Context: an optimization exercise on an open-source flow, tuned for small area, a short achievable clock period and few clock cycles. The choices shown serve that exercise and are no tape-out recipe.
Power is estimated from default activity; no workload was simulated.

Setup of juniper:
==> flow/design.v <==
module AEC(clk, rst, ascii_in, ready, valid, result);
input clk;
input rst;
input ready;
input [7:0] ascii_in;
output valid;
output [6:0] result;
reg active;             
reg valid_r;            
reg k_dig, k_pm, k_mul, k_lp, k_rp;    
reg [3:0] xv;           
wire inexpr = ready | active;
wire [7:0] a = ascii_in;
wire is_eq  = a[4] & a[3] & a[2];              
wire is_dig = a[6] | (a[4] & ~(a[3] & a[2]));  
wire is_op  = ~a[6] & ~a[4];                   
wire [2:0] a_inc = a[2:0] + 3'd1;
wire [3:0] dval = a[6] ? {1'b1, a_inc} : a[3:0];
always @(posedge clk) begin
	if (rst) begin
		active  <= 1'b0;
		valid_r <= 1'b0;
		k_dig   <= 1'b0;
		k_pm    <= 1'b0;
		k_mul   <= 1'b0;
		k_lp    <= 1'b0;
		k_rp    <= 1'b0;
	end else begin
		active  <= inexpr & ~is_eq;
		valid_r <= inexpr & is_eq;
		k_dig   <= inexpr & is_dig;
		k_pm    <= inexpr & is_op & a[0] & (a[1] | a[2]);  
		k_mul   <= inexpr & is_op & ~a[0] & a[1];    
		k_lp    <= inexpr & is_op & ~a[0] & ~a[1];   
		k_rp    <= inexpr & is_op & a[0] & ~a[2] & ~a[1];  
	end
	xv <= a[6] ? {1'b1, a_inc} : (is_op & a[1] & ~a[0]) ? 4'hf : a[3:0];
end
reg [6:0] A, B;
reg [13:0] E0, E1, E2;    
reg [5:0] F;              
reg po;                   
wire [6:0] Asel = k_rp ? (F[0] ? E0[13:7] : 7'd0) : A;
wire [6:0] Bsel = k_rp ? (F[0] ? E0[6:0]  : 7'd1) : B;
wire [6:0] X    = k_rp ? A : {{3{k_mul}}, xv};
wire [6:0] P    = Bsel * X;
wire [6:0] Q    = Asel + P;
always @(posedge clk) begin
	if (rst) begin
		A  <= 7'd0;
		B  <= 7'd1;
		F  <= 6'd0;
		po <= 1'b0;
	end else begin
		po <= k_mul | k_pm;
		if (valid_r | k_lp) begin
			A <= 7'd0;
			B <= 7'd1;
		end else if (k_dig | k_rp) begin
			A <= Q;
			B <= P;
		end else if (k_mul) begin
			A <= Q;
		end else if (k_pm) begin
			B <= xv[2] ? 7'h7f : 7'd1;
		end
		if (k_lp)
			F <= {F[4:0], po};
		else if (k_rp)
			F <= {1'b0, F[5:1]};
	end
	if (k_lp & po) begin
		E0 <= {A, B};
		E1 <= E0;
		E2 <= E1;
	end else if (k_rp & F[0]) begin
		E0 <= E1;
		E1 <= E2;
	end
end
assign valid  = valid_r;
assign result = A;
endmodule
Settings: LEC_CHECK=0, CAP_MARGIN=20, CORE_MARGIN=2, CORE_UTILIZATION=30, SLEW_MARGIN=20; clock period 14.0 ns.
standard.sh (not shown) runs the stock make flow with config.mk's settings and CLKGATE_MAP_FILE= SYNTH_SCRIPT=/design/flow/synth_recipe.tcl, a recipe that flattens the netlist after the stock synthesis.
==> flow/flow/run.sh <==
#!/bin/bash
# Runs the standard ORFS layout (standard.sh) with the extra make
# settings listed one per line in flow/make_args.
set -euo pipefail
mapfile -t extra < flow/make_args
bash standard.sh "${extra[@]}" finish > standard_flow.log 2>&1
==> flow/flow/make_args <==
SETUP_SLACK_MARGIN=10
BUFFER_PORTS_ARGS=-buffer_cell sky130_fd_sc_hd__buf_1
CTS_ARGS=-sink_clustering_enable -repair_clock_nets -dont_use_dummy_load -sink_clustering_size 40 -sink_clustering_max_diameter 150
juniper completed end to end with timing, DRC and antenna clean.
### juniper -> violet
Settings: ABC_AREA now 1, previously not set; CORE_UTILIZATION now 50, was 30.
==> flow/flow/make_args <==
SETUP_SLACK_MARGIN=10
BUFFER_PORTS_ARGS=-buffer_cell sky130_fd_sc_hd__buf_1
CTS_ARGS=-sink_clustering_enable -repair_clock_nets -dont_use_dummy_load -buf_list sky130_fd_sc_hd__clkbuf_4
Delta (violet minus juniper): final critical-path required period saw a decrease, number of H-tree levels saw little to no change.
juniper → violet: least setup slack across all paths after layout went up 100 ps; via count of the routed design went up; sequential share of cell area up 1.2 points; post-detailed-route via-to-cell ratio saw an increase.
--- input diff violet..onyx ---
Settings: clearing ABC_AREA, which used to be 1; swapping 50 for 30 in CORE_UTILIZATION.
==> flow/run.sh (new file) <==
#!/bin/bash
# synth_recipe.tcl (not shown) runs the flow's synth.tcl, then flattens the netlist and writes it again
# the make line also repeats each setting of config.mk as NAME=value (left out here)
make -C /OpenROAD-flow-scripts/flow DESIGN_CONFIG=/design/flow/config.mk WORK_HOME=/design/flow/orfs CLKGATE_MAP_FILE= SYNTH_SCRIPT=/design/flow/synth_recipe.tcl finish
removed: flow/flow/run.sh
removed: flow/flow/make_args
removed: flow/standard.sh
==> run summary <==
From onyx to violet, number of max-slew violations in the final report did not move at all.
Between onyx and violet, the final global-route overflow total does not differ in any meaningful way.
Looking at overall routed net length, onyx sits about 8% below violet.
Relative to onyx, the following input files were edited for lagoon:
Settings: a change of CORE_UTILIZATION from 30 to 50; an added ABC_AREA of 1.
==> flow/flow/run.sh (new file) <==
#!/bin/bash
# Runs the standard ORFS layout (standard.sh) with the extra make
# settings listed one per line in flow/make_args.
set -euo pipefail
mapfile -t extra < flow/make_args
bash standard.sh "${extra[@]}" finish > standard_flow.log 2>&1
==> flow/flow/make_args (new file) <==
SETUP_SLACK_MARGIN=10
BUFFER_PORTS_ARGS=-buffer_cell sky130_fd_sc_hd__buf_1
CTS_ARGS=-sink_clustering_enable -repair_clock_nets -dont_use_dummy_load
==> flow/standard.sh (new file) <==
#!/bin/bash
# synth_recipe.tcl (not shown) runs the flow's synth.tcl, then flattens the netlist and writes it again
# the make line also repeats each setting of config.mk as NAME=value (left out here)
make -C /OpenROAD-flow-scripts/flow DESIGN_CONFIG=/design/flow/config.mk WORK_HOME=/design/flow/orfs CLKGATE_MAP_FILE= SYNTH_SCRIPT=/design/flow/synth_recipe.tcl "${@:-finish}"
removed: flow/run.sh
## What came out
- Of onyx and lagoon, the higher final clock period utilization by the worst path belongs to onyx.
- Diff onyx -> lagoon: cell count grew by about 9%, detailed-route via count now sits higher, row count -about 21%, area after synthesis +about 2.7%.
- Filler cell count in the final layout was lower in the run labelled lagoon.
Inputs modified between lagoon and willow:
Settings: a deleted ABC_AREA that had been 1; a change of CORE_UTILIZATION from 50 to 30.
==> flow/flow/run.sh <==
#!/bin/bash
# Standard ORFS layout (the standard.sh) with a few extra make settings:
# a tighter setup repair target, plain buf_1 port buffers instead of the
# delay buffers buffer_ports picks by default, and no CTS dummy loads.
set -euo pipefail
MARGIN=$(cat flow/margin 2>/dev/null || echo 10)
bash standard.sh \
  "SETUP_SLACK_MARGIN=${MARGIN}" \
  "BUFFER_PORTS_ARGS=-buffer_cell sky130_fd_sc_hd__buf_1" \
  "CTS_ARGS=-sink_clustering_enable -repair_clock_nets -dont_use_dummy_load" \
  finish > standard_flow.log 2>&1
==> flow/flow/margin (new file) <==
10
removed: flow/flow/make_args
Results
Looking at the reports, willow completed the entire flow and the layout it produced met the timing, DRC and antenna checks. [willow] final area rose 60 µm² relative to lagoon. The number of tap instances in lagoon is 0.60 times that in willow. Power in combinational cells down about 10% in willow wrt lagoon. In willow relative to lagoon, wire length had gone down slightly. The number of design-rule violations left by the first detailed-router iteration reported for willow is greater than that of lagoon by 16%. The synthesized netlist net count in willow sits 109 below the value recorded for lagoon. Setup skew after layout (willow over lagoon): decrease, 5.8 ps. Taking lagoon over willow, the synthesized cell count ratio works out to 1.3. On tightest slew margin relative to the limit: willow sits above lagoon.
No run of this note included a check of the RTL's function; only the layout flow was run.

## re-timing with driven ports
How much do the figures lean on ideal ports? The routed layouts below were timed once more, with nothing changed but the port constraints. Step 1 (the two cells are an assumption about what drives the block):
set clk [get_ports {clk}]
set_driving_cell -lib_cell sky130_fd_sc_hd__clkbuf_16 $clk
set_driving_cell -lib_cell sky130_fd_sc_hd__buf_2 [delete_from_list [all_inputs] $clk]
Step 2 also shifts input and output timing later by t, the mid clock arrival at the registers, as if the neighbouring blocks saw the same clock. Three values: ideal ports, drivers, drivers and shift; two values: the first two.
run	shift t [ns]	setup WS [ns]	cell pins on the clock port's net
juniper	0.362	9.744 / 9.744 / 9.744	1
violet	0.439	9.847 / 9.847 / 9.847	1
onyx	0.363	8.742 / 8.742 / 8.742	1
lagoon	0.365	9.860 / 9.860 / 9.860	1
willow	0.362	9.744 / 9.744 / 9.744	1
After both steps every run listed still meets setup and hold.
